This is an optimization exercise on Yosys and OpenROAD, whose aim is small area and a short achievable clock period, not a production implementation. Function was checked by simulation only, so behaviour that the tests miss may differ from the original. Power is estimated from default activity; no workload was simulated.

## flow/design.v (module list and top-level ports; edited modules follow where they fit)
// module correlation_32: 1532 lines
// module pair_min: 13 lines
// module argmin_16: 132 lines
// module fa_cell: 6 lines
// module xor_cell: 5 lines
// module ha_cell: 6 lines
// module RFCorrelator: 28 lines
module RFCorrelator(bit_stream, clk, reset, Target_Num,
num_1, num_2, num_3, num_4, num_5, num_6, num_7, num_8, num_9, num_10, num_11, num_12, num_13, num_14, num_15, num_16, Out_str);
  // ...
==> flow/flow/run.sh <==
#!/bin/bash
# The standard layout (standard.sh) with two changes:
#  - synthesis maps the logic with ABC scripts of our own (flow/abc_*.script):
#    the argmin_16 and pair_min modules with flow/abc_argmin.script, the rest with
#    flow/abc_main.script. Everything else in synthesis is the standard flow's script
#    (synth_recipe.tcl), so the registers are the standard synthesis's.
#  - the port buffers are the smallest buffer (buf_1).
# Each tool's output goes to the ORFS logs under orfs/logs; make's own
# output goes to flow_make.log.
set -euo pipefail
W=$PWD
export MY_ABC_SCRIPT=$W/flow/abc_main.script
export MY_ABC_SEL_SCRIPT=$W/flow/abc_argmin.script
export BUFFER_PORTS_ARGS="-buffer_cell sky130_fd_sc_hd__buf_1"
cat > $W/my_synth.tcl <<EOF
proc abc {args} {
  set i [lsearch -exact \$args -script]
  if { \$i >= 0 } {
    set a1 \$args
    lset a1 [expr {\$i + 1}] \$::env(MY_ABC_SCRIPT)
    set a2 \$args
    lset a2 [expr {\$i + 1}] \$::env(MY_ABC_SEL_SCRIPT)
    yosys abc {*}\$a2 argmin_16 pair_min
    yosys abc {*}\$a1
    return
  }
  yosys abc {*}\$args
}
source $W/synth_recipe.tcl
EOF
grep -q 'SYNTH_SCRIPT=[^ ]*synth_recipe.tcl' standard.sh
sed "s#SYNTH_SCRIPT=[^ ]*synth_recipe.tcl#SYNTH_SCRIPT=$W/my_synth.tcl#" standard.sh > my_standard.sh
bash my_standard.sh > flow_make.log 2>&1
==> flow/flow/abc_argmin.script <==
strash; dch; map -D 2000; topo; buffer -c; upsize -c; dnsize -c; stime -c
==> flow/flow/abc_main.script <==
strash; dch; map -a; topo; stime -c
==> flow/standard.sh <==
#!/bin/bash
# synth_recipe.tcl (not shown) runs the flow's synth.tcl, then flattens the netlist and writes it again
# the make line also repeats each setting of config.mk as NAME=value (left out here)
make -C /OpenROAD-flow-scripts/flow DESIGN_CONFIG=/design/flow/config.mk WORK_HOME=/design/flow/orfs CLKGATE_MAP_FILE= SYNTH_SCRIPT=/design/flow/synth_recipe.tcl "${@:-finish}"
==> flow/config.mk <==
export PLATFORM = sky130hd
export DESIGN_NAME = RFCorrelator
export DESIGN_NICKNAME = RFCorrelator
export VERILOG_FILES = /design/flow/design.v
export SDC_FILE = /design/flow/constraint.sdc
export NUM_CORES = 4
export LEC_CHECK = 0
export ABC_AREA = 1
export CAP_MARGIN = 20
export CORE_MARGIN = 2
export CORE_UTILIZATION = 40
export PLACE_DENSITY = 0.6
export SLEW_MARGIN = 20
export SYNTH_HIERARCHICAL = 1
==> flow/constraint.sdc <==
create_clock -name core_clock -period 55.0 [get_ports {clk}]
set_input_delay 11.0000 -clock core_clock [delete_from_list [all_inputs] [get_ports {clk}]]
set_output_delay 11.0000 -clock core_clock [all_outputs]
set_load 0.01 [all_outputs]
==> metrics.md, run 1 <==
| Metric | Value |
|---|---|
| Hold-critical path depth | 0 |
| Most common cell in the synthesized netlist | xor2_1 |
| DPL Wire Length | 54280 um |
| Fin. max-slew vios | 0 |
| Hold-fix buffers at CTS | 0 |
| R2r endpoint | hpair_reg[11] |
| # IOs | 551 |
| Min-delay src | shift_reg[12] |
| Detailed Routing Iterations Pass 1 | 6 |
| Die X | 222.6 um |
| Sequential logic power | 0.000153 W |
| ClkCell Share | 0.02643 |
| Setup CP Type | in2reg |
| Via Count | 14.44k |
| Ant diodes | 0 |
| Comb pwr share | 0.816 |
| Seq/Total Area, Yosys | 0.1487 |
| Remaining DRCs | 0 |
| PortBufs | 550 |
| Clock buf count | 17 |
| Clk. pwr | 0.000113 W |
| EDFF count, synth | 32 |
| Avg Cell Area, Syn | 11.91 um^2 |
| Post-CTS resize count | 0 |
| Wire length on met2 | 34530 um |
| Num CTS Buffers | 17 |
| Post-synth top area share | 0.4357 |
| Total die area | 49550 um^2 |
| Synth warn | 7 |
| Crit-path cells | buf_1, xor2_1, fa_1, fa_1, fa_1, ha_1, fa_1, fa_1, fa_1, ha_1, inv_1, o22ai_1, a21oi_1, a21oi_1, a21oi_1, o22ai_1, o21ai_1, nand2_1, o21ai_1 |
| Status | finished clean |
| Design area | 22680 um^2 |
| Main area contributors after synthesis | fa_1 44%, xor2_1 23%, dfxtp_1 9.8% |
| Vias per cell | 5.115 |
| Slowest-stage cell, CP | fa_1 |
| Total Wirelength | 69870 um |
| Commonest non-fill, non-tap cells in the layout | 550 x buf_1, 512 x xor2_1, 416 x fa_1 |
| Initial Util | 0.4029 |
| Met2 Track Usage GR | 0.4860 |
| Reg2reg setup slack | 49190 ps |
==> module pair_min, before the edit <==
module pair_min(a, b, m, sel);
  input [5:0] a, b;
  output [5:0] m;
  output sel;
  wire [6:0] c;
  assign c[0] = 1'b0;
  genvar k;
  generate for (k = 0; k < 6; k = k + 1) begin : chain
    assign c[k+1] = (~b[k] & a[k]) | (c[k] & (~b[k] | a[k]));
  end endgenerate
  assign sel = c[6];
  assign m = sel ? b : a;
endmodule
==> module argmin_16, before the edit <==
module argmin_16(hpair, best);
  input [55:0] hpair;
  output [3:0] best;
  wire [5:0] v0 = hpair[5:0];
  wire s0 = hpair[6];
  wire [5:0] v1 = hpair[12:7];
  wire s1 = hpair[13];
  wire [5:0] v2 = hpair[19:14];
  wire s2 = hpair[20];
  wire [5:0] v3 = hpair[26:21];
  wire s3 = hpair[27];
  wire [5:0] v4 = hpair[33:28];
  wire s4 = hpair[34];
  wire [5:0] v5 = hpair[40:35];
  wire s5 = hpair[41];
  wire [5:0] v6 = hpair[47:42];
  wire s6 = hpair[48];
  wire [5:0] v7 = hpair[54:49];
  wire s7 = hpair[55];
  wire [6:0] l0g0_L01_c;
  assign l0g0_L01_c[0] = 1'b0;
  assign l0g0_L01_c[1] = (~v1[0] & v0[0]) | (l0g0_L01_c[0] & (~v1[0] | v0[0]));
  assign l0g0_L01_c[2] = (~v1[1] & v0[1]) | (l0g0_L01_c[1] & (~v1[1] | v0[1]));
  assign l0g0_L01_c[3] = (~v1[2] & v0[2]) | (l0g0_L01_c[2] & (~v1[2] | v0[2]));
  assign l0g0_L01_c[4] = (~v1[3] & v0[3]) | (l0g0_L01_c[3] & (~v1[3] | v0[3]));
  assign l0g0_L01_c[5] = (~v1[4] & v0[4]) | (l0g0_L01_c[4] & (~v1[4] | v0[4]));
  assign l0g0_L01_c[6] = (~v1[5] & v0[5]) | (l0g0_L01_c[5] & (~v1[5] | v0[5]));
  wire l0g0_L01 = l0g0_L01_c[6];
  wire l0g0_w0 = ~l0g0_L01;
  wire l0g0_w1 = l0g0_L01;
  wire [5:0] l0g0_v = ({6{l0g0_w0}} & v0) | ({6{l0g0_w1}} & v1);
  wire [1:0] l0g0_i = {(l0g0_w1), (({1{l0g0_w0}} & s0) | ({1{l0g0_w1}} & s1))};
  wire [6:0] l0g1_L01_c;
  assign l0g1_L01_c[0] = 1'b0;
  assign l0g1_L01_c[1] = (~v3[0] & v2[0]) | (l0g1_L01_c[0] & (~v3[0] | v2[0]));
  assign l0g1_L01_c[2] = (~v3[1] & v2[1]) | (l0g1_L01_c[1] & (~v3[1] | v2[1]));
  assign l0g1_L01_c[3] = (~v3[2] & v2[2]) | (l0g1_L01_c[2] & (~v3[2] | v2[2]));
  assign l0g1_L01_c[4] = (~v3[3] & v2[3]) | (l0g1_L01_c[3] & (~v3[3] | v2[3]));
  assign l0g1_L01_c[5] = (~v3[4] & v2[4]) | (l0g1_L01_c[4] & (~v3[4] | v2[4]));
  assign l0g1_L01_c[6] = (~v3[5] & v2[5]) | (l0g1_L01_c[5] & (~v3[5] | v2[5]));
  wire l0g1_L01 = l0g1_L01_c[6];
  wire l0g1_w0 = ~l0g1_L01;
  wire l0g1_w1 = l0g1_L01;
  wire [5:0] l0g1_v = ({6{l0g1_w0}} & v2) | ({6{l0g1_w1}} & v3);
  wire [1:0] l0g1_i = {(l0g1_w1), (({1{l0g1_w0}} & s2) | ({1{l0g1_w1}} & s3))};
  wire [6:0] l0g2_L01_c;
  assign l0g2_L01_c[0] = 1'b0;
  assign l0g2_L01_c[1] = (~v5[0] & v4[0]) | (l0g2_L01_c[0] & (~v5[0] | v4[0]));
  assign l0g2_L01_c[2] = (~v5[1] & v4[1]) | (l0g2_L01_c[1] & (~v5[1] | v4[1]));
  assign l0g2_L01_c[3] = (~v5[2] & v4[2]) | (l0g2_L01_c[2] & (~v5[2] | v4[2]));
  assign l0g2_L01_c[4] = (~v5[3] & v4[3]) | (l0g2_L01_c[3] & (~v5[3] | v4[3]));
  assign l0g2_L01_c[5] = (~v5[4] & v4[4]) | (l0g2_L01_c[4] & (~v5[4] | v4[4]));
  assign l0g2_L01_c[6] = (~v5[5] & v4[5]) | (l0g2_L01_c[5] & (~v5[5] | v4[5]));
  wire l0g2_L01 = l0g2_L01_c[6];
  wire l0g2_w0 = ~l0g2_L01;
  wire l0g2_w1 = l0g2_L01;
  wire [5:0] l0g2_v = ({6{l0g2_w0}} & v4) | ({6{l0g2_w1}} & v5);
  wire [1:0] l0g2_i = {(l0g2_w1), (({1{l0g2_w0}} & s4) | ({1{l0g2_w1}} & s5))};
  wire [6:0] l0g3_L01_c;
  assign l0g3_L01_c[0] = 1'b0;
  assign l0g3_L01_c[1] = (~v7[0] & v6[0]) | (l0g3_L01_c[0] & (~v7[0] | v6[0]));
  assign l0g3_L01_c[2] = (~v7[1] & v6[1]) | (l0g3_L01_c[1] & (~v7[1] | v6[1]));
  assign l0g3_L01_c[3] = (~v7[2] & v6[2]) | (l0g3_L01_c[2] & (~v7[2] | v6[2]));
  assign l0g3_L01_c[4] = (~v7[3] & v6[3]) | (l0g3_L01_c[3] & (~v7[3] | v6[3]));
  assign l0g3_L01_c[5] = (~v7[4] & v6[4]) | (l0g3_L01_c[4] & (~v7[4] | v6[4]));
  assign l0g3_L01_c[6] = (~v7[5] & v6[5]) | (l0g3_L01_c[5] & (~v7[5] | v6[5]));
  wire l0g3_L01 = l0g3_L01_c[6];
  wire l0g3_w0 = ~l0g3_L01;
  wire l0g3_w1 = l0g3_L01;
  wire [5:0] l0g3_v = ({6{l0g3_w0}} & v6) | ({6{l0g3_w1}} & v7);
  wire [1:0] l0g3_i = {(l0g3_w1), (({1{l0g3_w0}} & s6) | ({1{l0g3_w1}} & s7))};
  wire [6:0] l1g0_L01_c;
  assign l1g0_L01_c[0] = 1'b0;
  assign l1g0_L01_c[1] = (~l0g1_v[0] & l0g0_v[0]) | (l1g0_L01_c[0] & (~l0g1_v[0] | l0g0_v[0]));
  assign l1g0_L01_c[2] = (~l0g1_v[1] & l0g0_v[1]) | (l1g0_L01_c[1] & (~l0g1_v[1] | l0g0_v[1]));
  assign l1g0_L01_c[3] = (~l0g1_v[2] & l0g0_v[2]) | (l1g0_L01_c[2] & (~l0g1_v[2] | l0g0_v[2]));
  assign l1g0_L01_c[4] = (~l0g1_v[3] & l0g0_v[3]) | (l1g0_L01_c[3] & (~l0g1_v[3] | l0g0_v[3]));
  assign l1g0_L01_c[5] = (~l0g1_v[4] & l0g0_v[4]) | (l1g0_L01_c[4] & (~l0g1_v[4] | l0g0_v[4]));
  assign l1g0_L01_c[6] = (~l0g1_v[5] & l0g0_v[5]) | (l1g0_L01_c[5] & (~l0g1_v[5] | l0g0_v[5]));
  wire l1g0_L01 = l1g0_L01_c[6];
  wire [6:0] l1g0_L02_c;
  assign l1g0_L02_c[0] = 1'b0;
  assign l1g0_L02_c[1] = (~l0g2_v[0] & l0g0_v[0]) | (l1g0_L02_c[0] & (~l0g2_v[0] | l0g0_v[0]));
  assign l1g0_L02_c[2] = (~l0g2_v[1] & l0g0_v[1]) | (l1g0_L02_c[1] & (~l0g2_v[1] | l0g0_v[1]));
  assign l1g0_L02_c[3] = (~l0g2_v[2] & l0g0_v[2]) | (l1g0_L02_c[2] & (~l0g2_v[2] | l0g0_v[2]));
  assign l1g0_L02_c[4] = (~l0g2_v[3] & l0g0_v[3]) | (l1g0_L02_c[3] & (~l0g2_v[3] | l0g0_v[3]));
  assign l1g0_L02_c[5] = (~l0g2_v[4] & l0g0_v[4]) | (l1g0_L02_c[4] & (~l0g2_v[4] | l0g0_v[4]));
  assign l1g0_L02_c[6] = (~l0g2_v[5] & l0g0_v[5]) | (l1g0_L02_c[5] & (~l0g2_v[5] | l0g0_v[5]));
  wire l1g0_L02 = l1g0_L02_c[6];
  wire [6:0] l1g0_L03_c;
  assign l1g0_L03_c[0] = 1'b0;
  assign l1g0_L03_c[1] = (~l0g3_v[0] & l0g0_v[0]) | (l1g0_L03_c[0] & (~l0g3_v[0] | l0g0_v[0]));
  assign l1g0_L03_c[2] = (~l0g3_v[1] & l0g0_v[1]) | (l1g0_L03_c[1] & (~l0g3_v[1] | l0g0_v[1]));
  assign l1g0_L03_c[3] = (~l0g3_v[2] & l0g0_v[2]) | (l1g0_L03_c[2] & (~l0g3_v[2] | l0g0_v[2]));
  assign l1g0_L03_c[4] = (~l0g3_v[3] & l0g0_v[3]) | (l1g0_L03_c[3] & (~l0g3_v[3] | l0g0_v[3]));
  assign l1g0_L03_c[5] = (~l0g3_v[4] & l0g0_v[4]) | (l1g0_L03_c[4] & (~l0g3_v[4] | l0g0_v[4]));
  assign l1g0_L03_c[6] = (~l0g3_v[5] & l0g0_v[5]) | (l1g0_L03_c[5] & (~l0g3_v[5] | l0g0_v[5]));
  wire l1g0_L03 = l1g0_L03_c[6];
  wire [6:0] l1g0_L12_c;
  assign l1g0_L12_c[0] = 1'b0;
  assign l1g0_L12_c[1] = (~l0g2_v[0] & l0g1_v[0]) | (l1g0_L12_c[0] & (~l0g2_v[0] | l0g1_v[0]));
  assign l1g0_L12_c[2] = (~l0g2_v[1] & l0g1_v[1]) | (l1g0_L12_c[1] & (~l0g2_v[1] | l0g1_v[1]));
  assign l1g0_L12_c[3] = (~l0g2_v[2] & l0g1_v[2]) | (l1g0_L12_c[2] & (~l0g2_v[2] | l0g1_v[2]));
  assign l1g0_L12_c[4] = (~l0g2_v[3] & l0g1_v[3]) | (l1g0_L12_c[3] & (~l0g2_v[3] | l0g1_v[3]));
  assign l1g0_L12_c[5] = (~l0g2_v[4] & l0g1_v[4]) | (l1g0_L12_c[4] & (~l0g2_v[4] | l0g1_v[4]));
  assign l1g0_L12_c[6] = (~l0g2_v[5] & l0g1_v[5]) | (l1g0_L12_c[5] & (~l0g2_v[5] | l0g1_v[5]));
  wire l1g0_L12 = l1g0_L12_c[6];
  wire [6:0] l1g0_L13_c;
  assign l1g0_L13_c[0] = 1'b0;
  assign l1g0_L13_c[1] = (~l0g3_v[0] & l0g1_v[0]) | (l1g0_L13_c[0] & (~l0g3_v[0] | l0g1_v[0]));
  assign l1g0_L13_c[2] = (~l0g3_v[1] & l0g1_v[1]) | (l1g0_L13_c[1] & (~l0g3_v[1] | l0g1_v[1]));
  assign l1g0_L13_c[3] = (~l0g3_v[2] & l0g1_v[2]) | (l1g0_L13_c[2] & (~l0g3_v[2] | l0g1_v[2]));
  assign l1g0_L13_c[4] = (~l0g3_v[3] & l0g1_v[3]) | (l1g0_L13_c[3] & (~l0g3_v[3] | l0g1_v[3]));
  assign l1g0_L13_c[5] = (~l0g3_v[4] & l0g1_v[4]) | (l1g0_L13_c[4] & (~l0g3_v[4] | l0g1_v[4]));
  assign l1g0_L13_c[6] = (~l0g3_v[5] & l0g1_v[5]) | (l1g0_L13_c[5] & (~l0g3_v[5] | l0g1_v[5]));
  wire l1g0_L13 = l1g0_L13_c[6];
  wire [6:0] l1g0_L23_c;
  assign l1g0_L23_c[0] = 1'b0;
  assign l1g0_L23_c[1] = (~l0g3_v[0] & l0g2_v[0]) | (l1g0_L23_c[0] & (~l0g3_v[0] | l0g2_v[0]));
  assign l1g0_L23_c[2] = (~l0g3_v[1] & l0g2_v[1]) | (l1g0_L23_c[1] & (~l0g3_v[1] | l0g2_v[1]));
  assign l1g0_L23_c[3] = (~l0g3_v[2] & l0g2_v[2]) | (l1g0_L23_c[2] & (~l0g3_v[2] | l0g2_v[2]));
  assign l1g0_L23_c[4] = (~l0g3_v[3] & l0g2_v[3]) | (l1g0_L23_c[3] & (~l0g3_v[3] | l0g2_v[3]));
  assign l1g0_L23_c[5] = (~l0g3_v[4] & l0g2_v[4]) | (l1g0_L23_c[4] & (~l0g3_v[4] | l0g2_v[4]));
  assign l1g0_L23_c[6] = (~l0g3_v[5] & l0g2_v[5]) | (l1g0_L23_c[5] & (~l0g3_v[5] | l0g2_v[5]));
  wire l1g0_L23 = l1g0_L23_c[6];
  wire l1g0_w0 = ~l1g0_L01 & ~l1g0_L02 & ~l1g0_L03;
  wire l1g0_w1 = l1g0_L01 & ~l1g0_L12 & ~l1g0_L13;
  wire l1g0_w2 = l1g0_L02 & l1g0_L12 & ~l1g0_L23;
  wire l1g0_w3 = l1g0_L03 & l1g0_L13 & l1g0_L23;
  wire [3:0] l1g0_i = {(l1g0_w2 | l1g0_w3), (l1g0_w1 | l1g0_w3), (({2{l1g0_w0}} & l0g0_i) | ({2{l1g0_w1}} & l0g1_i) | ({2{l1g0_w2}} & l0g2_i) | ({2{l1g0_w3}} & l0g3_i))};
  assign best = l1g0_i;
endmodule
==> inputs of run 2 (changes only) <==
--- a/flow/design.v
+++ b/flow/design.v
@@ -84,23 +84,18 @@
   wire p0_c23;
   ha_cell p0_h24 (p0_s21, p0_s22, d0[1], p0_c23);
   wire p0_s24, p0_c24;
   fa_cell p0_f25 (p0_c16, p0_c17, p0_c18, p0_s24, p0_c24);
   wire p0_s25, p0_c25;
   fa_cell p0_f26 (p0_c19, p0_c20, p0_s24, p0_s25, p0_c25);
   wire p0_s26, p0_c26;
   fa_cell p0_f27 (p0_c21, p0_s25, p0_c22, p0_s26, p0_c26);
-  wire p0_c27;
-  ha_cell p0_h28 (p0_c23, p0_s26, d0[2], p0_c27);
-  wire p0_s28, p0_c28;
-  fa_cell p0_f29 (p0_c24, p0_c25, p0_c26, p0_s28, p0_c28);
-  wire p0_c29;
-  ha_cell p0_h30 (p0_c27, p0_s28, d0[3], p0_c29);
-  ha_cell p0_h31 (p0_c28, p0_c29, d0[4], d0[5]);
+  ha_cell p0_h28 (p0_c23, p0_s26, d0[2], d0[3]);
+  fa_cell p0_f29 (p0_c24, p0_c25, p0_c26, d0[4], d0[5]);
   wire [31:0] x1;
   xor_cell p1_x0 (num_2[0], Target_Num[0], x1[0]);
   xor_cell p1_x1 (num_2[1], Target_Num[1], x1[1]);
   xor_cell p1_x2 (num_2[2], Target_Num[2], x1[2]);
   xor_cell p1_x3 (num_2[3], Target_Num[3], x1[3]);
   xor_cell p1_x4 (num_2[4], Target_Num[4], x1[4]);
   xor_cell p1_x5 (num_2[5], Target_Num[5], x1[5]);
   xor_cell p1_x6 (num_2[6], Target_Num[6], x1[6]);
@@ -179,23 +174,18 @@
   wire p1_c23;
   ha_cell p1_h24 (p1_s21, p1_s22, d1[1], p1_c23);
   wire p1_s24, p1_c24;
   fa_cell p1_f25 (p1_c16, p1_c17, p1_c18, p1_s24, p1_c24);
   wire p1_s25, p1_c25;
   fa_cell p1_f26 (p1_c19, p1_c20, p1_s24, p1_s25, p1_c25);
   wire p1_s26, p1_c26;
   fa_cell p1_f27 (p1_c21, p1_s25, p1_c22, p1_s26, p1_c26);
-  wire p1_c27;
-  ha_cell p1_h28 (p1_c23, p1_s26, d1[2], p1_c27);
-  wire p1_s28, p1_c28;
-  fa_cell p1_f29 (p1_c24, p1_c25, p1_c26, p1_s28, p1_c28);
-  wire p1_c29;
-  ha_cell p1_h30 (p1_c27, p1_s28, d1[3], p1_c29);
-  ha_cell p1_h31 (p1_c28, p1_c29, d1[4], d1[5]);
+  ha_cell p1_h28 (p1_c23, p1_s26, d1[2], d1[3]);
+  fa_cell p1_f29 (p1_c24, p1_c25, p1_c26, d1[4], d1[5]);
   wire [31:0] x2;
   xor_cell p2_x0 (num_3[0], Target_Num[0], x2[0]);
   xor_cell p2_x1 (num_3[1], Target_Num[1], x2[1]);
   xor_cell p2_x2 (num_3[2], Target_Num[2], x2[2]);
   xor_cell p2_x3 (num_3[3], Target_Num[3], x2[3]);
   xor_cell p2_x4 (num_3[4], Target_Num[4], x2[4]);
   xor_cell p2_x5 (num_3[5], Target_Num[5], x2[5]);
   xor_cell p2_x6 (num_3[6], Target_Num[6], x2[6]);
@@ -274,23 +264,18 @@
   wire p2_c23;
   ha_cell p2_h24 (p2_s21, p2_s22, d2[1], p2_c23);
   wire p2_s24, p2_c24;
   fa_cell p2_f25 (p2_c16, p2_c17, p2_c18, p2_s24, p2_c24);
   wire p2_s25, p2_c25;
   fa_cell p2_f26 (p2_c19, p2_c20, p2_s24, p2_s25, p2_c25);
   wire p2_s26, p2_c26;
   fa_cell p2_f27 (p2_c21, p2_s25, p2_c22, p2_s26, p2_c26);
-  wire p2_c27;
-  ha_cell p2_h28 (p2_c23, p2_s26, d2[2], p2_c27);
-  wire p2_s28, p2_c28;
-  fa_cell p2_f29 (p2_c24, p2_c25, p2_c26, p2_s28, p2_c28);
-  wire p2_c29;
-  ha_cell p2_h30 (p2_c27, p2_s28, d2[3], p2_c29);
-  ha_cell p2_h31 (p2_c28, p2_c29, d2[4], d2[5]);
+  ha_cell p2_h28 (p2_c23, p2_s26, d2[2], d2[3]);
+  fa_cell p2_f29 (p2_c24, p2_c25, p2_c26, d2[4], d2[5]);
   wire [31:0] x3;
   xor_cell p3_x0 (num_4[0], Target_Num[0], x3[0]);
   xor_cell p3_x1 (num_4[1], Target_Num[1], x3[1]);
   xor_cell p3_x2 (num_4[2], Target_Num[2], x3[2]);
   xor_cell p3_x3 (num_4[3], Target_Num[3], x3[3]);
   xor_cell p3_x4 (num_4[4], Target_Num[4], x3[4]);
   xor_cell p3_x5 (num_4[5], Target_Num[5], x3[5]);
   xor_cell p3_x6 (num_4[6], Target_Num[6], x3[6]);
@@ -369,23 +354,18 @@
   wire p3_c23;
   ha_cell p3_h24 (p3_s21, p3_s22, d3[1], p3_c23);
   wire p3_s24, p3_c24;
   fa_cell p3_f25 (p3_c16, p3_c17, p3_c18, p3_s24, p3_c24);
   wire p3_s25, p3_c25;
   fa_cell p3_f26 (p3_c19, p3_c20, p3_s24, p3_s25, p3_c25);
   wire p3_s26, p3_c26;
   fa_cell p3_f27 (p3_c21, p3_s25, p3_c22, p3_s26, p3_c26);
-  wire p3_c27;
-  ha_cell p3_h28 (p3_c23, p3_s26, d3[2], p3_c27);
-  wire p3_s28, p3_c28;
-  fa_cell p3_f29 (p3_c24, p3_c25, p3_c26, p3_s28, p3_c28);
-  wire p3_c29;
-  ha_cell p3_h30 (p3_c27, p3_s28, d3[3], p3_c29);
-  ha_cell p3_h31 (p3_c28, p3_c29, d3[4], d3[5]);
+  ha_cell p3_h28 (p3_c23, p3_s26, d3[2], d3[3]);
+  fa_cell p3_f29 (p3_c24, p3_c25, p3_c26, d3[4], d3[5]);
   wire [31:0] x4;
   xor_cell p4_x0 (num_5[0], Target_Num[0], x4[0]);
   xor_cell p4_x1 (num_5[1], Target_Num[1], x4[1]);
   xor_cell p4_x2 (num_5[2], Target_Num[2], x4[2]);
   xor_cell p4_x3 (num_5[3], Target_Num[3], x4[3]);
   xor_cell p4_x4 (num_5[4], Target_Num[4], x4[4]);
   xor_cell p4_x5 (num_5[5], Target_Num[5], x4[5]);
   xor_cell p4_x6 (num_5[6], Target_Num[6], x4[6]);
@@ -464,23 +444,18 @@
   wire p4_c23;
   ha_cell p4_h24 (p4_s21, p4_s22, d4[1], p4_c23);
   wire p4_s24, p4_c24;
   fa_cell p4_f25 (p4_c16, p4_c17, p4_c18, p4_s24, p4_c24);
   wire p4_s25, p4_c25;
   fa_cell p4_f26 (p4_c19, p4_c20, p4_s24, p4_s25, p4_c25);
   wire p4_s26, p4_c26;
   fa_cell p4_f27 (p4_c21, p4_s25, p4_c22, p4_s26, p4_c26);
-  wire p4_c27;
-  ha_cell p4_h28 (p4_c23, p4_s26, d4[2], p4_c27);
-  wire p4_s28, p4_c28;
-  fa_cell p4_f29 (p4_c24, p4_c25, p4_c26, p4_s28, p4_c28);
-  wire p4_c29;
-  ha_cell p4_h30 (p4_c27, p4_s28, d4[3], p4_c29);
-  ha_cell p4_h31 (p4_c28, p4_c29, d4[4], d4[5]);
+  ha_cell p4_h28 (p4_c23, p4_s26, d4[2], d4[3]);
+  fa_cell p4_f29 (p4_c24, p4_c25, p4_c26, d4[4], d4[5]);
   wire [31:0] x5;
   xor_cell p5_x0 (num_6[0], Target_Num[0], x5[0]);
   xor_cell p5_x1 (num_6[1], Target_Num[1], x5[1]);
   xor_cell p5_x2 (num_6[2], Target_Num[2], x5[2]);
   xor_cell p5_x3 (num_6[3], Target_Num[3], x5[3]);
   xor_cell p5_x4 (num_6[4], Target_Num[4], x5[4]);
   xor_cell p5_x5 (num_6[5], Target_Num[5], x5[5]);
   xor_cell p5_x6 (num_6[6], Target_Num[6], x5[6]);
@@ -559,23 +534,18 @@
   wire p5_c23;
   ha_cell p5_h24 (p5_s21, p5_s22, d5[1], p5_c23);
   wire p5_s24, p5_c24;
   fa_cell p5_f25 (p5_c16, p5_c17, p5_c18, p5_s24, p5_c24);
   wire p5_s25, p5_c25;
   fa_cell p5_f26 (p5_c19, p5_c20, p5_s24, p5_s25, p5_c25);
   wire p5_s26, p5_c26;
   fa_cell p5_f27 (p5_c21, p5_s25, p5_c22, p5_s26, p5_c26);
-  wire p5_c27;
-  ha_cell p5_h28 (p5_c23, p5_s26, d5[2], p5_c27);
-  wire p5_s28, p5_c28;
-  fa_cell p5_f29 (p5_c24, p5_c25, p5_c26, p5_s28, p5_c28);
-  wire p5_c29;
-  ha_cell p5_h30 (p5_c27, p5_s28, d5[3], p5_c29);
-  ha_cell p5_h31 (p5_c28, p5_c29, d5[4], d5[5]);
+  ha_cell p5_h28 (p5_c23, p5_s26, d5[2], d5[3]);
+  fa_cell p5_f29 (p5_c24, p5_c25, p5_c26, d5[4], d5[5]);
   wire [31:0] x6;
   xor_cell p6_x0 (num_7[0], Target_Num[0], x6[0]);
   xor_cell p6_x1 (num_7[1], Target_Num[1], x6[1]);
   xor_cell p6_x2 (num_7[2], Target_Num[2], x6[2]);
   xor_cell p6_x3 (num_7[3], Target_Num[3], x6[3]);
   xor_cell p6_x4 (num_7[4], Target_Num[4], x6[4]);
   xor_cell p6_x5 (num_7[5], Target_Num[5], x6[5]);
   xor_cell p6_x6 (num_7[6], Target_Num[6], x6[6]);
@@ -654,23 +624,18 @@
   wire p6_c23;
   ha_cell p6_h24 (p6_s21, p6_s22, d6[1], p6_c23);
   wire p6_s24, p6_c24;
   fa_cell p6_f25 (p6_c16, p6_c17, p6_c18, p6_s24, p6_c24);
   wire p6_s25, p6_c25;
   fa_cell p6_f26 (p6_c19, p6_c20, p6_s24, p6_s25, p6_c25);
   wire p6_s26, p6_c26;
   fa_cell p6_f27 (p6_c21, p6_s25, p6_c22, p6_s26, p6_c26);
-  wire p6_c27;
-  ha_cell p6_h28 (p6_c23, p6_s26, d6[2], p6_c27);
-  wire p6_s28, p6_c28;
-  fa_cell p6_f29 (p6_c24, p6_c25, p6_c26, p6_s28, p6_c28);
-  wire p6_c29;
-  ha_cell p6_h30 (p6_c27, p6_s28, d6[3], p6_c29);
-  ha_cell p6_h31 (p6_c28, p6_c29, d6[4], d6[5]);
+  ha_cell p6_h28 (p6_c23, p6_s26, d6[2], d6[3]);
+  fa_cell p6_f29 (p6_c24, p6_c25, p6_c26, d6[4], d6[5]);
   wire [31:0] x7;
   xor_cell p7_x0 (num_8[0], Target_Num[0], x7[0]);
   xor_cell p7_x1 (num_8[1], Target_Num[1], x7[1]);
   xor_cell p7_x2 (num_8[2], Target_Num[2], x7[2]);
   xor_cell p7_x3 (num_8[3], Target_Num[3], x7[3]);
   xor_cell p7_x4 (num_8[4], Target_Num[4], x7[4]);
   xor_cell p7_x5 (num_8[5], Target_Num[5], x7[5]);
   xor_cell p7_x6 (num_8[6], Target_Num[6], x7[6]);
@@ -749,23 +714,18 @@
   wire p7_c23;
   ha_cell p7_h24 (p7_s21, p7_s22, d7[1], p7_c23);
   wire p7_s24, p7_c24;
   fa_cell p7_f25 (p7_c16, p7_c17, p7_c18, p7_s24, p7_c24);
   wire p7_s25, p7_c25;
   fa_cell p7_f26 (p7_c19, p7_c20, p7_s24, p7_s25, p7_c25);
   wire p7_s26, p7_c26;
   fa_cell p7_f27 (p7_c21, p7_s25, p7_c22, p7_s26, p7_c26);
-  wire p7_c27;
-  ha_cell p7_h28 (p7_c23, p7_s26, d7[2], p7_c27);
-  wire p7_s28, p7_c28;
-  fa_cell p7_f29 (p7_c24, p7_c25, p7_c26, p7_s28, p7_c28);
-  wire p7_c29;
-  ha_cell p7_h30 (p7_c27, p7_s28, d7[3], p7_c29);
-  ha_cell p7_h31 (p7_c28, p7_c29, d7[4], d7[5]);
+  ha_cell p7_h28 (p7_c23, p7_s26, d7[2], d7[3]);
+  fa_cell p7_f29 (p7_c24, p7_c25, p7_c26, d7[4], d7[5]);
   wire [31:0] x8;
   xor_cell p8_x0 (num_9[0], Target_Num[0], x8[0]);
   xor_cell p8_x1 (num_9[1], Target_Num[1], x8[1]);
   xor_cell p8_x2 (num_9[2], Target_Num[2], x8[2]);
   xor_cell p8_x3 (num_9[3], Target_Num[3], x8[3]);
   xor_cell p8_x4 (num_9[4], Target_Num[4], x8[4]);
   xor_cell p8_x5 (num_9[5], Target_Num[5], x8[5]);
   xor_cell p8_x6 (num_9[6], Target_Num[6], x8[6]);
@@ -844,23 +804,18 @@
   wire p8_c23;
   ha_cell p8_h24 (p8_s21, p8_s22, d8[1], p8_c23);
   wire p8_s24, p8_c24;
   fa_cell p8_f25 (p8_c16, p8_c17, p8_c18, p8_s24, p8_c24);
   wire p8_s25, p8_c25;
   fa_cell p8_f26 (p8_c19, p8_c20, p8_s24, p8_s25, p8_c25);
   wire p8_s26, p8_c26;
   fa_cell p8_f27 (p8_c21, p8_s25, p8_c22, p8_s26, p8_c26);
-  wire p8_c27;
-  ha_cell p8_h28 (p8_c23, p8_s26, d8[2], p8_c27);
-  wire p8_s28, p8_c28;
-  fa_cell p8_f29 (p8_c24, p8_c25, p8_c26, p8_s28, p8_c28);
-  wire p8_c29;
-  ha_cell p8_h30 (p8_c27, p8_s28, d8[3], p8_c29);
-  ha_cell p8_h31 (p8_c28, p8_c29, d8[4], d8[5]);
+  ha_cell p8_h28 (p8_c23, p8_s26, d8[2], d8[3]);
+  fa_cell p8_f29 (p8_c24, p8_c25, p8_c26, d8[4], d8[5]);
   wire [31:0] x9;
   xor_cell p9_x0 (num_10[0], Target_Num[0], x9[0]);
   xor_cell p9_x1 (num_10[1], Target_Num[1], x9[1]);
   xor_cell p9_x2 (num_10[2], Target_Num[2], x9[2]);
   xor_cell p9_x3 (num_10[3], Target_Num[3], x9[3]);
   xor_cell p9_x4 (num_10[4], Target_Num[4], x9[4]);
   xor_cell p9_x5 (num_10[5], Target_Num[5], x9[5]);
   xor_cell p9_x6 (num_10[6], Target_Num[6], x9[6]);
@@ -939,23 +894,18 @@
   wire p9_c23;
   ha_cell p9_h24 (p9_s21, p9_s22, d9[1], p9_c23);
   wire p9_s24, p9_c24;
   fa_cell p9_f25 (p9_c16, p9_c17, p9_c18, p9_s24, p9_c24);
   wire p9_s25, p9_c25;
   fa_cell p9_f26 (p9_c19, p9_c20, p9_s24, p9_s25, p9_c25);
   wire p9_s26, p9_c26;
   fa_cell p9_f27 (p9_c21, p9_s25, p9_c22, p9_s26, p9_c26);
-  wire p9_c27;
-  ha_cell p9_h28 (p9_c23, p9_s26, d9[2], p9_c27);
-  wire p9_s28, p9_c28;
-  fa_cell p9_f29 (p9_c24, p9_c25, p9_c26, p9_s28, p9_c28);
-  wire p9_c29;
-  ha_cell p9_h30 (p9_c27, p9_s28, d9[3], p9_c29);
-  ha_cell p9_h31 (p9_c28, p9_c29, d9[4], d9[5]);
+  ha_cell p9_h28 (p9_c23, p9_s26, d9[2], d9[3]);
+  fa_cell p9_f29 (p9_c24, p9_c25, p9_c26, d9[4], d9[5]);
   wire [31:0] x10;
   xor_cell p10_x0 (num_11[0], Target_Num[0], x10[0]);
   xor_cell p10_x1 (num_11[1], Target_Num[1], x10[1]);
   xor_cell p10_x2 (num_11[2], Target_Num[2], x10[2]);
   xor_cell p10_x3 (num_11[3], Target_Num[3], x10[3]);
   xor_cell p10_x4 (num_11[4], Target_Num[4], x10[4]);
   xor_cell p10_x5 (num_11[5], Target_Num[5], x10[5]);
   xor_cell p10_x6 (num_11[6], Target_Num[6], x10[6]);
@@ -1034,23 +984,18 @@
   wire p10_c23;
   ha_cell p10_h24 (p10_s21, p10_s22, d10[1], p10_c23);
   wire p10_s24, p10_c24;
   fa_cell p10_f25 (p10_c16, p10_c17, p10_c18, p10_s24, p10_c24);
   wire p10_s25, p10_c25;
   fa_cell p10_f26 (p10_c19, p10_c20, p10_s24, p10_s25, p10_c25);
   wire p10_s26, p10_c26;
   fa_cell p10_f27 (p10_c21, p10_s25, p10_c22, p10_s26, p10_c26);
-  wire p10_c27;
-  ha_cell p10_h28 (p10_c23, p10_s26, d10[2], p10_c27);
-  wire p10_s28, p10_c28;
-  fa_cell p10_f29 (p10_c24, p10_c25, p10_c26, p10_s28, p10_c28);
-  wire p10_c29;
-  ha_cell p10_h30 (p10_c27, p10_s28, d10[3], p10_c29);
-  ha_cell p10_h31 (p10_c28, p10_c29, d10[4], d10[5]);
+  ha_cell p10_h28 (p10_c23, p10_s26, d10[2], d10[3]);
+  fa_cell p10_f29 (p10_c24, p10_c25, p10_c26, d10[4], d10[5]);
   wire [31:0] x11;
   xor_cell p11_x0 (num_12[0], Target_Num[0], x11[0]);
   xor_cell p11_x1 (num_12[1], Target_Num[1], x11[1]);
   xor_cell p11_x2 (num_12[2], Target_Num[2], x11[2]);
   xor_cell p11_x3 (num_12[3], Target_Num[3], x11[3]);
   xor_cell p11_x4 (num_12[4], Target_Num[4], x11[4]);
   xor_cell p11_x5 (num_12[5], Target_Num[5], x11[5]);
   xor_cell p11_x6 (num_12[6], Target_Num[6], x11[6]);
@@ -1129,23 +1074,18 @@
   wire p11_c23;
   ha_cell p11_h24 (p11_s21, p11_s22, d11[1], p11_c23);
   wire p11_s24, p11_c24;
   fa_cell p11_f25 (p11_c16, p11_c17, p11_c18, p11_s24, p11_c24);
   wire p11_s25, p11_c25;
   fa_cell p11_f26 (p11_c19, p11_c20, p11_s24, p11_s25, p11_c25);
   wire p11_s26, p11_c26;
   fa_cell p11_f27 (p11_c21, p11_s25, p11_c22, p11_s26, p11_c26);
-  wire p11_c27;
-  ha_cell p11_h28 (p11_c23, p11_s26, d11[2], p11_c27);
-  wire p11_s28, p11_c28;
-  fa_cell p11_f29 (p11_c24, p11_c25, p11_c26, p11_s28, p11_c28);
-  wire p11_c29;
-  ha_cell p11_h30 (p11_c27, p11_s28, d11[3], p11_c29);
-  ha_cell p11_h31 (p11_c28, p11_c29, d11[4], d11[5]);
+  ha_cell p11_h28 (p11_c23, p11_s26, d11[2], d11[3]);
+  fa_cell p11_f29 (p11_c24, p11_c25, p11_c26, d11[4], d11[5]);
   wire [31:0] x12;
   xor_cell p12_x0 (num_13[0], Target_Num[0], x12[0]);
   xor_cell p12_x1 (num_13[1], Target_Num[1], x12[1]);
   xor_cell p12_x2 (num_13[2], Target_Num[2], x12[2]);
   xor_cell p12_x3 (num_13[3], Target_Num[3], x12[3]);
   xor_cell p12_x4 (num_13[4], Target_Num[4], x12[4]);
   xor_cell p12_x5 (num_13[5], Target_Num[5], x12[5]);
   xor_cell p12_x6 (num_13[6], Target_Num[6], x12[6]);
@@ -1224,23 +1164,18 @@
   wire p12_c23;
   ha_cell p12_h24 (p12_s21, p12_s22, d12[1], p12_c23);
   wire p12_s24, p12_c24;
   fa_cell p12_f25 (p12_c16, p12_c17, p12_c18, p12_s24, p12_c24);
   wire p12_s25, p12_c25;
   fa_cell p12_f26 (p12_c19, p12_c20, p12_s24, p12_s25, p12_c25);
   wire p12_s26, p12_c26;
   fa_cell p12_f27 (p12_c21, p12_s25, p12_c22, p12_s26, p12_c26);
-  wire p12_c27;
-  ha_cell p12_h28 (p12_c23, p12_s26, d12[2], p12_c27);
-  wire p12_s28, p12_c28;
-  fa_cell p12_f29 (p12_c24, p12_c25, p12_c26, p12_s28, p12_c28);
-  wire p12_c29;
-  ha_cell p12_h30 (p12_c27, p12_s28, d12[3], p12_c29);
-  ha_cell p12_h31 (p12_c28, p12_c29, d12[4], d12[5]);
+  ha_cell p12_h28 (p12_c23, p12_s26, d12[2], d12[3]);
+  fa_cell p12_f29 (p12_c24, p12_c25, p12_c26, d12[4], d12[5]);
   wire [31:0] x13;
   xor_cell p13_x0 (num_14[0], Target_Num[0], x13[0]);
   xor_cell p13_x1 (num_14[1], Target_Num[1], x13[1]);
   xor_cell p13_x2 (num_14[2], Target_Num[2], x13[2]);
   xor_cell p13_x3 (num_14[3], Target_Num[3], x13[3]);
   xor_cell p13_x4 (num_14[4], Target_Num[4], x13[4]);
   xor_cell p13_x5 (num_14[5], Target_Num[5], x13[5]);
   xor_cell p13_x6 (num_14[6], Target_Num[6], x13[6]);
@@ -1319,23 +1254,18 @@
   wire p13_c23;
   ha_cell p13_h24 (p13_s21, p13_s22, d13[1], p13_c23);
   wire p13_s24, p13_c24;
   fa_cell p13_f25 (p13_c16, p13_c17, p13_c18, p13_s24, p13_c24);
   wire p13_s25, p13_c25;
   fa_cell p13_f26 (p13_c19, p13_c20, p13_s24, p13_s25, p13_c25);
   wire p13_s26, p13_c26;
   fa_cell p13_f27 (p13_c21, p13_s25, p13_c22, p13_s26, p13_c26);
-  wire p13_c27;
-  ha_cell p13_h28 (p13_c23, p13_s26, d13[2], p13_c27);
-  wire p13_s28, p13_c28;
-  fa_cell p13_f29 (p13_c24, p13_c25, p13_c26, p13_s28, p13_c28);
-  wire p13_c29;
-  ha_cell p13_h30 (p13_c27, p13_s28, d13[3], p13_c29);
-  ha_cell p13_h31 (p13_c28, p13_c29, d13[4], d13[5]);
+  ha_cell p13_h28 (p13_c23, p13_s26, d13[2], d13[3]);
+  fa_cell p13_f29 (p13_c24, p13_c25, p13_c26, d13[4], d13[5]);
   wire [31:0] x14;
   xor_cell p14_x0 (num_15[0], Target_Num[0], x14[0]);
   xor_cell p14_x1 (num_15[1], Target_Num[1], x14[1]);
   xor_cell p14_x2 (num_15[2], Target_Num[2], x14[2]);
   xor_cell p14_x3 (num_15[3], Target_Num[3], x14[3]);
   xor_cell p14_x4 (num_15[4], Target_Num[4], x14[4]);
   xor_cell p14_x5 (num_15[5], Target_Num[5], x14[5]);
   xor_cell p14_x6 (num_15[6], Target_Num[6], x14[6]);
@@ -1414,23 +1344,18 @@
   wire p14_c23;
   ha_cell p14_h24 (p14_s21, p14_s22, d14[1], p14_c23);
   wire p14_s24, p14_c24;
   fa_cell p14_f25 (p14_c16, p14_c17, p14_c18, p14_s24, p14_c24);
   wire p14_s25, p14_c25;
   fa_cell p14_f26 (p14_c19, p14_c20, p14_s24, p14_s25, p14_c25);
   wire p14_s26, p14_c26;
   fa_cell p14_f27 (p14_c21, p14_s25, p14_c22, p14_s26, p14_c26);
-  wire p14_c27;
-  ha_cell p14_h28 (p14_c23, p14_s26, d14[2], p14_c27);
-  wire p14_s28, p14_c28;
-  fa_cell p14_f29 (p14_c24, p14_c25, p14_c26, p14_s28, p14_c28);
-  wire p14_c29;
-  ha_cell p14_h30 (p14_c27, p14_s28, d14[3], p14_c29);
-  ha_cell p14_h31 (p14_c28, p14_c29, d14[4], d14[5]);
+  ha_cell p14_h28 (p14_c23, p14_s26, d14[2], d14[3]);
+  fa_cell p14_f29 (p14_c24, p14_c25, p14_c26, d14[4], d14[5]);
   wire [31:0] x15;
   xor_cell p15_x0 (num_16[0], Target_Num[0], x15[0]);
   xor_cell p15_x1 (num_16[1], Target_Num[1], x15[1]);
   xor_cell p15_x2 (num_16[2], Target_Num[2], x15[2]);
   xor_cell p15_x3 (num_16[3], Target_Num[3], x15[3]);
   xor_cell p15_x4 (num_16[4], Target_Num[4], x15[4]);
   xor_cell p15_x5 (num_16[5], Target_Num[5], x15[5]);
   xor_cell p15_x6 (num_16[6], Target_Num[6], x15[6]);
@@ -1509,64 +1434,158 @@
   wire p15_c23;
   ha_cell p15_h24 (p15_s21, p15_s22, d15[1], p15_c23);
   wire p15_s24, p15_c24;
   fa_cell p15_f25 (p15_c16, p15_c17, p15_c18, p15_s24, p15_c24);
   wire p15_s25, p15_c25;
   fa_cell p15_f26 (p15_c19, p15_c20, p15_s24, p15_s25, p15_c25);
   wire p15_s26, p15_c26;
   fa_cell p15_f27 (p15_c21, p15_s25, p15_c22, p15_s26, p15_c26);
-  wire p15_c27;
-  ha_cell p15_h28 (p15_c23, p15_s26, d15[2], p15_c27);
-  wire p15_s28, p15_c28;
-  fa_cell p15_f29 (p15_c24, p15_c25, p15_c26, p15_s28, p15_c28);
-  wire p15_c29;
-  ha_cell p15_h30 (p15_c27, p15_s28, d15[3], p15_c29);
-  ha_cell p15_h31 (p15_c28, p15_c29, d15[4], d15[5]);
+  ha_cell p15_h28 (p15_c23, p15_s26, d15[2], d15[3]);
+  fa_cell p15_f29 (p15_c24, p15_c25, p15_c26, d15[4], d15[5]);
   pair_min q0 (d0, d1, hpair[5:0], hpair[6]);
   pair_min q1 (d2, d3, hpair[12:7], hpair[13]);
   pair_min q2 (d4, d5, hpair[19:14], hpair[20]);
   pair_min q3 (d6, d7, hpair[26:21], hpair[27]);
   pair_min q4 (d8, d9, hpair[33:28], hpair[34]);
   pair_min q5 (d10, d11, hpair[40:35], hpair[41]);
   pair_min q6 (d12, d13, hpair[47:42], hpair[48]);
   pair_min q7 (d14, d15, hpair[54:49], hpair[55]);
 endmodule
 module pair_min(a, b, m, sel);
   input [5:0] a, b;
   output [5:0] m;
   output sel;
-  wire [6:0] c;
+  wire [4:1] ta, tb;
+  assign ta[1] = ((a[3]) | (a[4]) | (a[5]));
+  assign tb[1] = ((b[3]) | (b[4]) | (b[5]));
+  assign ta[2] = ((a[5]) | (a[3] & a[4]));
+  assign tb[2] = ((b[5]) | (b[3] & b[4]));
+  assign ta[3] = ((a[3] & a[5]) | (a[4] & a[5]));
+  assign tb[3] = ((b[3] & b[5]) | (b[4] & b[5]));
+  assign ta[4] = ((a[3] & a[4] & a[5]));
+  assign tb[4] = ((b[3] & b[4] & b[5]));
+  wire top_lt = |(ta & ~tb);
+  wire top_gt = |(tb & ~ta);
+  wire [3:0] c;
   assign c[0] = 1'b0;
   genvar k;
-  generate for (k = 0; k < 6; k = k + 1) begin : chain
+  generate for (k = 0; k < 3; k = k + 1) begin : chain
     assign c[k+1] = (~b[k] & a[k]) | (c[k] & (~b[k] | a[k]));
   end endgenerate
-  assign sel = c[6];
+  assign sel = top_lt | (~top_gt & c[3]);
   assign m = sel ? b : a;
 endmodule
 module argmin_16(hpair, best);
   input [55:0] hpair;
   output [3:0] best;
-  wire [5:0] v0 = hpair[5:0];
+  wire [5:0] r0 = hpair[5:0];
   wire s0 = hpair[6];
-  wire [5:0] v1 = hpair[12:7];
+  wire [5:0] v0;
+  assign v0[0] = r0[0];
+  assign v0[1] = r0[1];
+  assign v0[2] = r0[2];
+  wire v0_s0 = r0[3] ^ r0[4];
+  wire v0_c0 = r0[3] & r0[4];
+  assign v0[3] = v0_s0;
+  wire v0_s1 = r0[5] ^ v0_c0;
+  wire v0_c1 = r0[5] & v0_c0;
+  assign v0[4] = v0_s1;
+  assign v0[5] = v0_c1;
+  wire [5:0] r1 = hpair[12:7];
   wire s1 = hpair[13];
-  wire [5:0] v2 = hpair[19:14];
+  wire [5:0] v1;
+  assign v1[0] = r1[0];
+  assign v1[1] = r1[1];
+  assign v1[2] = r1[2];
+  wire v1_s0 = r1[3] ^ r1[4];
+  wire v1_c0 = r1[3] & r1[4];
+  assign v1[3] = v1_s0;
+  wire v1_s1 = r1[5] ^ v1_c0;
+  wire v1_c1 = r1[5] & v1_c0;
+  assign v1[4] = v1_s1;
+  assign v1[5] = v1_c1;
+  wire [5:0] r2 = hpair[19:14];
   wire s2 = hpair[20];
-  wire [5:0] v3 = hpair[26:21];
+  wire [5:0] v2;
+  assign v2[0] = r2[0];
+  assign v2[1] = r2[1];
+  assign v2[2] = r2[2];
+  wire v2_s0 = r2[3] ^ r2[4];
+  wire v2_c0 = r2[3] & r2[4];
+  assign v2[3] = v2_s0;
+  wire v2_s1 = r2[5] ^ v2_c0;
+  wire v2_c1 = r2[5] & v2_c0;
+  assign v2[4] = v2_s1;
+  assign v2[5] = v2_c1;
+  wire [5:0] r3 = hpair[26:21];
   wire s3 = hpair[27];
-  wire [5:0] v4 = hpair[33:28];
+  wire [5:0] v3;
+  assign v3[0] = r3[0];
+  assign v3[1] = r3[1];
+  assign v3[2] = r3[2];
+  wire v3_s0 = r3[3] ^ r3[4];
+  wire v3_c0 = r3[3] & r3[4];
+  assign v3[3] = v3_s0;
+  wire v3_s1 = r3[5] ^ v3_c0;
+  wire v3_c1 = r3[5] & v3_c0;
+  assign v3[4] = v3_s1;
+  assign v3[5] = v3_c1;
+  wire [5:0] r4 = hpair[33:28];
   wire s4 = hpair[34];
-  wire [5:0] v5 = hpair[40:35];
+  wire [5:0] v4;
+  assign v4[0] = r4[0];
+  assign v4[1] = r4[1];
+  assign v4[2] = r4[2];
+  wire v4_s0 = r4[3] ^ r4[4];
+  wire v4_c0 = r4[3] & r4[4];
+  assign v4[3] = v4_s0;
+  wire v4_s1 = r4[5] ^ v4_c0;
+  wire v4_c1 = r4[5] & v4_c0;
+  assign v4[4] = v4_s1;
+  assign v4[5] = v4_c1;
+  wire [5:0] r5 = hpair[40:35];
   wire s5 = hpair[41];
-  wire [5:0] v6 = hpair[47:42];
+  wire [5:0] v5;
+  assign v5[0] = r5[0];
+  assign v5[1] = r5[1];
+  assign v5[2] = r5[2];
+  wire v5_s0 = r5[3] ^ r5[4];
+  wire v5_c0 = r5[3] & r5[4];
+  assign v5[3] = v5_s0;
+  wire v5_s1 = r5[5] ^ v5_c0;
+  wire v5_c1 = r5[5] & v5_c0;
+  assign v5[4] = v5_s1;
+  assign v5[5] = v5_c1;
+  wire [5:0] r6 = hpair[47:42];
   wire s6 = hpair[48];
-  wire [5:0] v7 = hpair[54:49];
+  wire [5:0] v6;
+  assign v6[0] = r6[0];
+  assign v6[1] = r6[1];
+  assign v6[2] = r6[2];
+  wire v6_s0 = r6[3] ^ r6[4];
+  wire v6_c0 = r6[3] & r6[4];
+  assign v6[3] = v6_s0;
+  wire v6_s1 = r6[5] ^ v6_c0;
+  wire v6_c1 = r6[5] & v6_c0;
+  assign v6[4] = v6_s1;
+  assign v6[5] = v6_c1;
+  wire [5:0] r7 = hpair[54:49];
   wire s7 = hpair[55];
+  wire [5:0] v7;
+  assign v7[0] = r7[0];
+  assign v7[1] = r7[1];
+  assign v7[2] = r7[2];
+  wire v7_s0 = r7[3] ^ r7[4];
+  wire v7_c0 = r7[3] & r7[4];
+  assign v7[3] = v7_s0;
+  wire v7_s1 = r7[5] ^ v7_c0;
+  wire v7_c1 = r7[5] & v7_c0;
+  assign v7[4] = v7_s1;
+  assign v7[5] = v7_c1;
   wire [6:0] l0g0_L01_c;
   assign l0g0_L01_c[0] = 1'b0;
   assign l0g0_L01_c[1] = (~v1[0] & v0[0]) | (l0g0_L01_c[0] & (~v1[0] | v0[0]));
   assign l0g0_L01_c[2] = (~v1[1] & v0[1]) | (l0g0_L01_c[1] & (~v1[1] | v0[1]));
   assign l0g0_L01_c[3] = (~v1[2] & v0[2]) | (l0g0_L01_c[2] & (~v1[2] | v0[2]));
   assign l0g0_L01_c[4] = (~v1[3] & v0[3]) | (l0g0_L01_c[3] & (~v1[3] | v0[3]));
   assign l0g0_L01_c[5] = (~v1[4] & v0[4]) | (l0g0_L01_c[4] & (~v1[4] | v0[4]));
   assign l0g0_L01_c[6] = (~v1[5] & v0[5]) | (l0g0_L01_c[5] & (~v1[5] | v0[5]));
==> flow/flow/run.sh (replaced) <==
#!/bin/bash
# The standard layout (standard.sh) with two changes:
#  - synthesis maps the logic with ABC scripts of our own (flow/abc_*.script):
#    the pair_min module with flow/abc_pair.script, the argmin_16 module with
#    flow/abc_argmin.script, the rest with flow/abc_main.script. Everything
#    else in synthesis is the standard flow's script
#    (synth_recipe.tcl), so the registers are the standard synthesis's.
#  - the port buffers are the smallest buffer (buf_1).
# Each tool's output goes to the ORFS logs under orfs/logs; make's own
# output goes to flow_make.log.
set -euo pipefail
W=$PWD
export MY_ABC_SCRIPT=$W/flow/abc_main.script
export MY_ABC_SEL_SCRIPT=$W/flow/abc_argmin.script
export MY_ABC_PAIR_SCRIPT=$W/flow/abc_pair.script
export BUFFER_PORTS_ARGS="-buffer_cell sky130_fd_sc_hd__buf_1"
cat > $W/my_synth.tcl <<EOF
proc abc {args} {
  set i [lsearch -exact \$args -script]
  if { \$i >= 0 } {
    set a1 \$args
    lset a1 [expr {\$i + 1}] \$::env(MY_ABC_SCRIPT)
    set a2 \$args
    lset a2 [expr {\$i + 1}] \$::env(MY_ABC_SEL_SCRIPT)
    set a3 \$args
    lset a3 [expr {\$i + 1}] \$::env(MY_ABC_PAIR_SCRIPT)
    yosys abc {*}\$a3 pair_min
    yosys abc {*}\$a2 argmin_16
    yosys abc {*}\$a1
    return
  }
  yosys abc {*}\$args
}
source $W/synth_recipe.tcl
EOF
grep -q 'SYNTH_SCRIPT=[^ ]*synth_recipe.tcl' standard.sh
sed "s#SYNTH_SCRIPT=[^ ]*synth_recipe.tcl#SYNTH_SCRIPT=$W/my_synth.tcl#" standard.sh > my_standard.sh
bash my_standard.sh > flow_make.log 2>&1
==> flow/flow/abc_pair.script (new file) <==
strash; dch; map -a; topo; stime -c
==> run 2 against run 1 <==
Compared with the run above:
- still clean on timing, DRC and antenna
- worst setup slack improved by 170 ps
- clock power barely moved
- wire length rose by 2.5%
- utilization rose by 0.28 points
- final area rose by 1.0%
- highest routed layer unchanged
==> metrics.md, run 2 <==
| Metric | Value |
|---|---|
| Total die area | 49880 um^2 (+0.66%) |
| Ys async rst share | 0 |
| Max VDD drop | 0.00004144 V |
| Die height | 223.3 um |
| Rows | 80 |
| Ant diodes | 0 (unchanged) |
| Drt wl/cell | 24.70 um |
| Clock transition at the registers of the reported paths | 60 ps |
| Sequential Power Share | 0.098 |
| DPL Wire Length | 56790 um (+4.6%) |
| Clock Skew | 14.23 ps |
| Num CTS Buffers | 17 (unchanged) |
| Status | finished clean |
| Post-synthesis instance area | 19240 um^2 |
| Post-synth top area share | 0.4328 (-0.002890) |
| Initial antenna violation count | 0 |
| Sw frac | 0.5487 |
| CP arrival | 15600 ps |
| Area of the core | 47650 um^2 |
| PortBufs | 550 (unchanged) |
| Final #Nets | 3267 |
| MaxCap Viol Count | 0 |
| Setup CP Type | in2reg |
| Distinct cells, synth | 45 |
| Detailed Routing Iterations Pass 1 | 5 (-1) |
| GR Overflow Total | 0 |
| Htree depth | 4 |
| Seq/Total Area, Yosys | 0.1477 (-0.0009864) |
| Achievable Freq | 65.35 MHz |
| Synth-to-Final Area Change | 19.04% |
| Power per Cell Area | 66.89 nW/um^2 |
| Synth Instances | 1672 |
| Worst hold path type | reg2reg |
| Max FFs per register | 56 |
| Total global-route track usage | 0.2916 |
| Share of layout cells above drive strength 1 | 0.04159 |
| CP startpoint | num_2[10] |
| CTS tree | done |
| Clk latency of the worst-skew pair | 440 ps |
| CTS max path bufs | 2 |
| Post-layout util | 0.4808 |
| Via Count | 15.16k (+5.0%) |
| Flops & latches, synth | 126 |
| Die X | 223.3 um (+0.33%) |
| EDFF count, synth | 32 (unchanged) |
| P_leak | 9.039 nW |
| Remaining DRCs | 0 (unchanged) |
| Synth warn | 7 (unchanged) |
| Min-delay src | shift_reg[26] |
| Hold-fix buffers at CTS | 0 (unchanged) |
| Ys flop type | dfxtp_1 |
| Final number of setup-violating endpoints | 0 |
| Antenna viol nets, final | 0 |
| Avg Cell Area, Syn | 11.51 um^2 (-3.4%) |
| Clk network pwr share | 0.074 |
| Total Wirelength | 71610 um (+2.5%) |
| Final Cycle Share | 0.2782 |
| Final setup margin | 39700 ps |
| Syn nets | 2668 |
| Commonest non-fill, non-tap cell in the layout | buf_1 |
| Vias in the first global route | 17.01k |
| CP Data Required Time | 55300 ps |
| Worst Path Max Fanout | 13 |
| Final Hold Fails | 0 |
| Nature of the critical path endpoint | flip-flop |
| Most frequent cells after synthesis | 512 x xor2_1, 416 x fa_1, 94 x dfxtp_1 |
| Root Buffer | clkbuf_16 |
| Main area contributors after synthesis | fa_1 43%, xor2_1 23%, dfxtp_1 9.8% |
| Fin. max-slew vios | 0 (unchanged) |
| Fillers | 4435 |
| First-pass GRT wire length | 103700 um |
| TNS Setup | 0 ps |
| Worst rel slew slack | 0.2158 |
| Net switching power | 0.0008408 W |
| Worst setup SP type | input port |
| Post-CTS Setup Inserts | 0 |
| Critical R2R Launch | Target_Num[2] |
| Vias per cell | 5.230 (+2.3%) |
| Crit path time final | 15300 ps |
| Pint | 0.0006914 W |
| Synth area leader | fa_1 |
| Most common cell in the synthesized netlist | xor2_1 |
| Setup slack at placement | 39320 ps |
| RePlAce Congestion | 0.9116 |
| Commonest non-fill, non-tap cells in the layout | 550 x buf_1, 512 x xor2_1, 416 x fa_1 |
| Post-CTS resize count | 0 (unchanged) |
| Power, Total | 0.001532 W |
| # clock sinks | 126 |
| Comb pwr share | 0.828 (+0.012) |
| DR iter-0 viols | 1159 |
| Worst-margin pin slew | 1176 ps |
| Initial Util | 0.4039 (+0.0009858) |
| Largest net degree at the start of global routing | 33 |
| Unrepaired setup endpoints after global routing | no |
| # IOs | 551 (unchanged) |
[run 2: stage by stage]
stage	hold WS [ps]	cells	cell area, um^2
2_1_floorplan	326.5	1672	19240
3_3_place_gp	332.4	2866	22290
3_5_place_dp	336.3	2866	22290
4_1_cts	347.8	2898	22880
5_1_grt	355.6	2899	22910
6_report	343.2	2899	22910
[run 2: layout make-up]
type / instances / area [um^2] / area share
clock buffers: 18 / 439.2 / 0.01917
inverters: 125 / 470.5 / 0.02054
multi-input cells: 1417 / 15900 / 0.6941
well taps: 615 / 769.5 / 0.03359
clock inverters: 14 / 145.1 / 0.006336
flip-flops and latches: 126 / 2843 / 0.1241
repair buffers: 584 / 2340 / 0.1021
[run 2: power by group through the flow]
| stage | Sequential (W) | Combinational (W) | Clock [W] |
|---|---|---|---|
| after floorplan | 0.000147 | 0.000949 | 0 |
| after global placement | 0.000153 | 0.00123 | 0 |
| after detailed placement | 0.000152 | 0.00126 | 0 |
| after CTS | 0.000151 | 0.00127 | 0.000116 |
| after global routing | 0.000153 | 0.00145 | 0.000119 |
| final | 0.000150 | 0.00127 | 0.000113 |
[run 2: kinds of logic (layout without fill, tap and decap cells)]
group	Yosys count	in the layout	share of synthesized area
xor+xnor	512	512	0.2330
mux	1	1	0.0005202
flops	126	126	0.1477
compound gates	223	223	0.07439
fa+ha+maj	481	481	0.4751
buf+inv	129	741	0.02614
simple gates	200	200	0.04311
[run 2: metal layers]
layer	routed length, um	part of all wire	GRT usage
met5	0	0	0
met4	2909	0.041	0.1228
met3	5066	0.071	0.06085
met2	35170	0.49	0.4902
met1	28470	0.40	0.3663
[run 2: Yosys stat by module, one instance, submodules excluded, a selection]
| module | flops+latches | times used | area [um^2] |
|---|---|---|---|
| RFCorrelator | 126 | 1 | 2945 |
| argmin_16 | 0 | 1 | 1413 |
| fa_cell | 0 | 416 | 20.02 |
| ha_cell | 0 | 48 | 12.51 |
| pair_min | 0 | 8 | 183.9 |
| xor_cell | 0 | 512 | 8.758 |
[run 2: worst paths after layout]
path | slack, ps | cells past startpoint | endpoint
max | 39700 | 16 | hpair_reg[4]
max reg2reg | 49090 | 14 | hpair_reg[4]
min reg2reg | 340 | 0 | shift_reg[25]
min | 340 | 0 | shift_reg[25]
[run 2: critical path: stages]
cell and delay, ps:
buf_1 110, xor2_1 320, fa_1 560, fa_1 500
fa_1 500, ha_1 200, fa_1 380, fa_1 380
fa_1 540, clkinv_1 120, nor3_1 260, a22oi_1 110
o2111ai_1 110, nand2_1 270, nor2_1 170, a21oi_1 60
==> inputs of run 3 (changes only) <==
==> flow/flow/abc_pair.script (replaced) <==
strash; dch; map -a; topo; buffer -c; upsize -c; dnsize -c; stime -c
--- a/flow/config.mk
+++ b/flow/config.mk
@@ -9,6 +9,7 @@
 export CAP_MARGIN = 20
 export CORE_MARGIN = 2
 export CORE_UTILIZATION = 40
+export CTS_BUF_LIST = sky130_fd_sc_hd__clkbuf_8
 export PLACE_DENSITY = 0.6
 export SLEW_MARGIN = 20
 export SYNTH_HIERARCHICAL = 1
==> run 3 against run 2 <==
Compared with the run above:
- still clean
- die area grew 1.1%
- flip-flop and latch count is the same
- final area shrank 0.43%
- via count shrank 0.67%
- global-route usage shrank 0.73 points
- critical path type unchanged
- largest power group unchanged
==> metrics.md, run 3 <==
| Metric | Value |
|---|---|
| Area of the core | 47850 um^2 (+0.42%) |
| Seq/Total Area, Yosys | 0.1461 (-0.001596) |
| Crit path time final | 15130 ps (-169.6 ps) |
| # clock sinks | 126 (unchanged) |
| Total Wirelength | 71020 um (-0.83%) |
| Vias in the first global route | 16.67k (-2.0%) |
| TNS Setup | 0 ps (unchanged) |
| Highest cell delay on the worst timing path | 660 ps (+100 ps) |
| Most frequent cells after synthesis | 512 x xor2_1, 416 x fa_1, 115 x inv_1 |
| Clock transition at the registers of the reported paths | 100 ps (+40 ps) |
| Ys flop type | dfxtp_1 |
| CP arrival | 15520 ps (-80 ps) |
| Largest net degree at the start of global routing | 30 (-9.1%) |
| Via Count | 15.06k (-0.67%) |
| Initial antenna violation count | 1 (+1) |
| Most common cell in the synthesized netlist | xor2_1 |
| Commonest non-fill, non-tap cell in the layout | buf_1 |
| Synth Area in Adders | 0.4699 (-0.005134) |
| Flops & latches, synth | 126 (unchanged) |
| Worst hold path type | reg2reg |
| Clock Skew | 20.41 ps (+6.183 ps) |
| Avg Cell Area, Syn | 11.58 um^2 (+0.61%) |
| Total global-route track usage | 0.2844 (-0.007260) |
| Die X | 224.5 um (+0.54%) |
| Commonest non-fill, non-tap cells in the layout | 550 x buf_1, 512 x xor2_1, 416 x fa_1 |
| Die height | 224.5 um (+0.54%) |
| Worst-margin pin slew | 659.7 ps (-516.6 ps) |
| MaxCap Viol Count | 0 (unchanged) |
| CP delay by family, top | adder cells |
| Worst Path Max Fanout | 13 (unchanged) |
| Max VDD drop | 0.00004106 V (-0.92%) |
| Post-synthesis instance area | 19450 um^2 (+1.1%) |
| Status | finished clean |
| XOR/XNOR Fraction of Synth Area | 0.2305 (-0.002518) |
| Main area contributors after synthesis | fa_1 43%, xor2_1 23%, dfxtp_1 9.7% |
| Largest family of logic cells by synthesized area | adder cells |
| Synth-to-Final Area Change | 17.24% |
| Syn nets | 2676 (+0.30%) |
| Setup CP Type | in2reg |
| Post-CTS resize count | 0 (unchanged) |
| Simple-gate share of the synthesized area | 0.04573 (+0.002622) |
| Ys async rst share | 0 (unchanged) |
| Buf+Inv Stages, Crit Path | 1 (-1) |
| EDFF count, synth | 32 (unchanged) |
| Distinct cells, synth | 47 (+4.4%) |
| DR iter-0 viols | 1086 (-6.3%) |
| Met2 Track Usage GR | 0.4641 (-0.02613) |
| GR Overflow Total | 0 (unchanged) |
| Vias per cell | 5.197 (-0.63%) |
| P_leak | 9.157 nW (+1.3%) |
| Initial Util | 0.4066 (+0.002704) |
| Detailed Routing Iterations Pass 1 | 5 (unchanged) |
| Synth warn | 7 (unchanged) |
| DPL Wire Length | 56910 um (+0.21%) |
| Clk latency of the worst-skew pair | 470 ps (+30 ps) |
| Area of the multi-input gates | 16020 um^2 (+0.76%) |
| Final number of setup-violating endpoints | 0 (unchanged) |
| Worst rel slew slack | 0.5555 (+0.3397) |
| Setup slack at placement | 39440 ps (+121.6 ps) |
| Final Cycle Share | 0.2752 (-0.003084) |
| Synth Instances | 1680 (+0.48%) |
| Worst path most repeated cell | fa_1 |
| Fillers | 4462 (+0.61%) |
| Synth Area in Compound Gates | 0.07667 (+0.002284) |
| Drt wl/cell | 24.51 um (-0.79%) |
| Worst setup SP type | input port |
| Final Hold Fails | 0 (unchanged) |
| Htree depth | 4 (unchanged) |
| Remaining DRCs | 0 (unchanged) |
| GR Util met3 | 0.07524 (+0.01440) |
| Power per Cell Area | 68.00 nW/um^2 (+1.7%) |
## run 3: cell type report
type	instances	share of cell area
clock inverter	15	0.006967
sequential	126	0.1246
tap	615	0.03374
timing repair buffer	583	0.1014
clock buffer	17	0.01026
inverter	125	0.02063
multi-input combinational	1417	0.7024
## run 3: power breakdown
group | switching [W] | internal (W) | total [W]
Combinational | 0.000816 | 0.000503 | 0.00132
Clock | 0.0000472 | 0.0000343 | 0.0000815
Sequential | 0.0000118 | 0.000139 | 0.000150
## run 3: worst paths after layout
kind	slack [ps]	endpoint	startpoint	cells past startpoint
worst max-delay path	39870	hpair_reg[5]	num_1[12]	15
worst min-delay path	350	shift_reg[15]	shift_reg[16]	0
worst max register to register	49530	hpair_reg[31]	Target_Num[20]	15
worst min register to register	350	shift_reg[15]	shift_reg[16]	0
## run 3: cells by family after synthesis
kind of cell	count (synthesis)
XOR/XNOR	512
adder cells (fa/ha/maj)	481
AO/OA/AOI/OAI	223
AND/OR/NAND/NOR	200
buffers and inverters	137
flip-flops	126
multiplexers	1
## run 3: per-module statistics from Yosys, one instance, submodules excluded, a selection
module | flip-flops and latches | area, um^2 | times used
RFCorrelator | 126 | 2945 | 1
pair_min | 0 | 210.2 | 8
ha_cell | 0 | 12.51 | 48
fa_cell | 0 | 20.02 | 416
xor_cell | 0 | 8.758 | 512
argmin_16 | 0 | 1413 | 1
## run 3: per-stage QoR
stage | hold slack [ps] | util | total power (W) | cells | cell area (um^2)
after floorplan | 326.5 | - | 0.001206 | 1680 | 19450
after global placement | 332.8 | 0.4685 | 0.001422 | 2866 | 22410
after detailed placement | 335.7 | 0.4685 | 0.001463 | 2866 | 22410
after CTS | 354.2 | 0.4767 | 0.001554 | 2898 | 22810
after global routing | 352.5 | 0.4767 | 0.001741 | 2898 | 22810
final | 350.9 | 0.4767 | 0.001551 | 2898 | 22810
## run 3: per-layer routing
layer / share of wire / up-vias
met5: 0.00013 / -
met4: 0.048 / 2
met3: 0.084 / 141
met2: 0.47 / 729
met1: 0.40 / 7577
li1: - / 6612

Re-timed with assumed drivers on the ports (clkbuf_16 on the clock, buf_2 on other inputs), run 3 has 39.892 ns of setup slack against 39.867 ns with ideal ports, and 39.376 ns once port delays also move by the mid clock arrival of 0.516 ns.
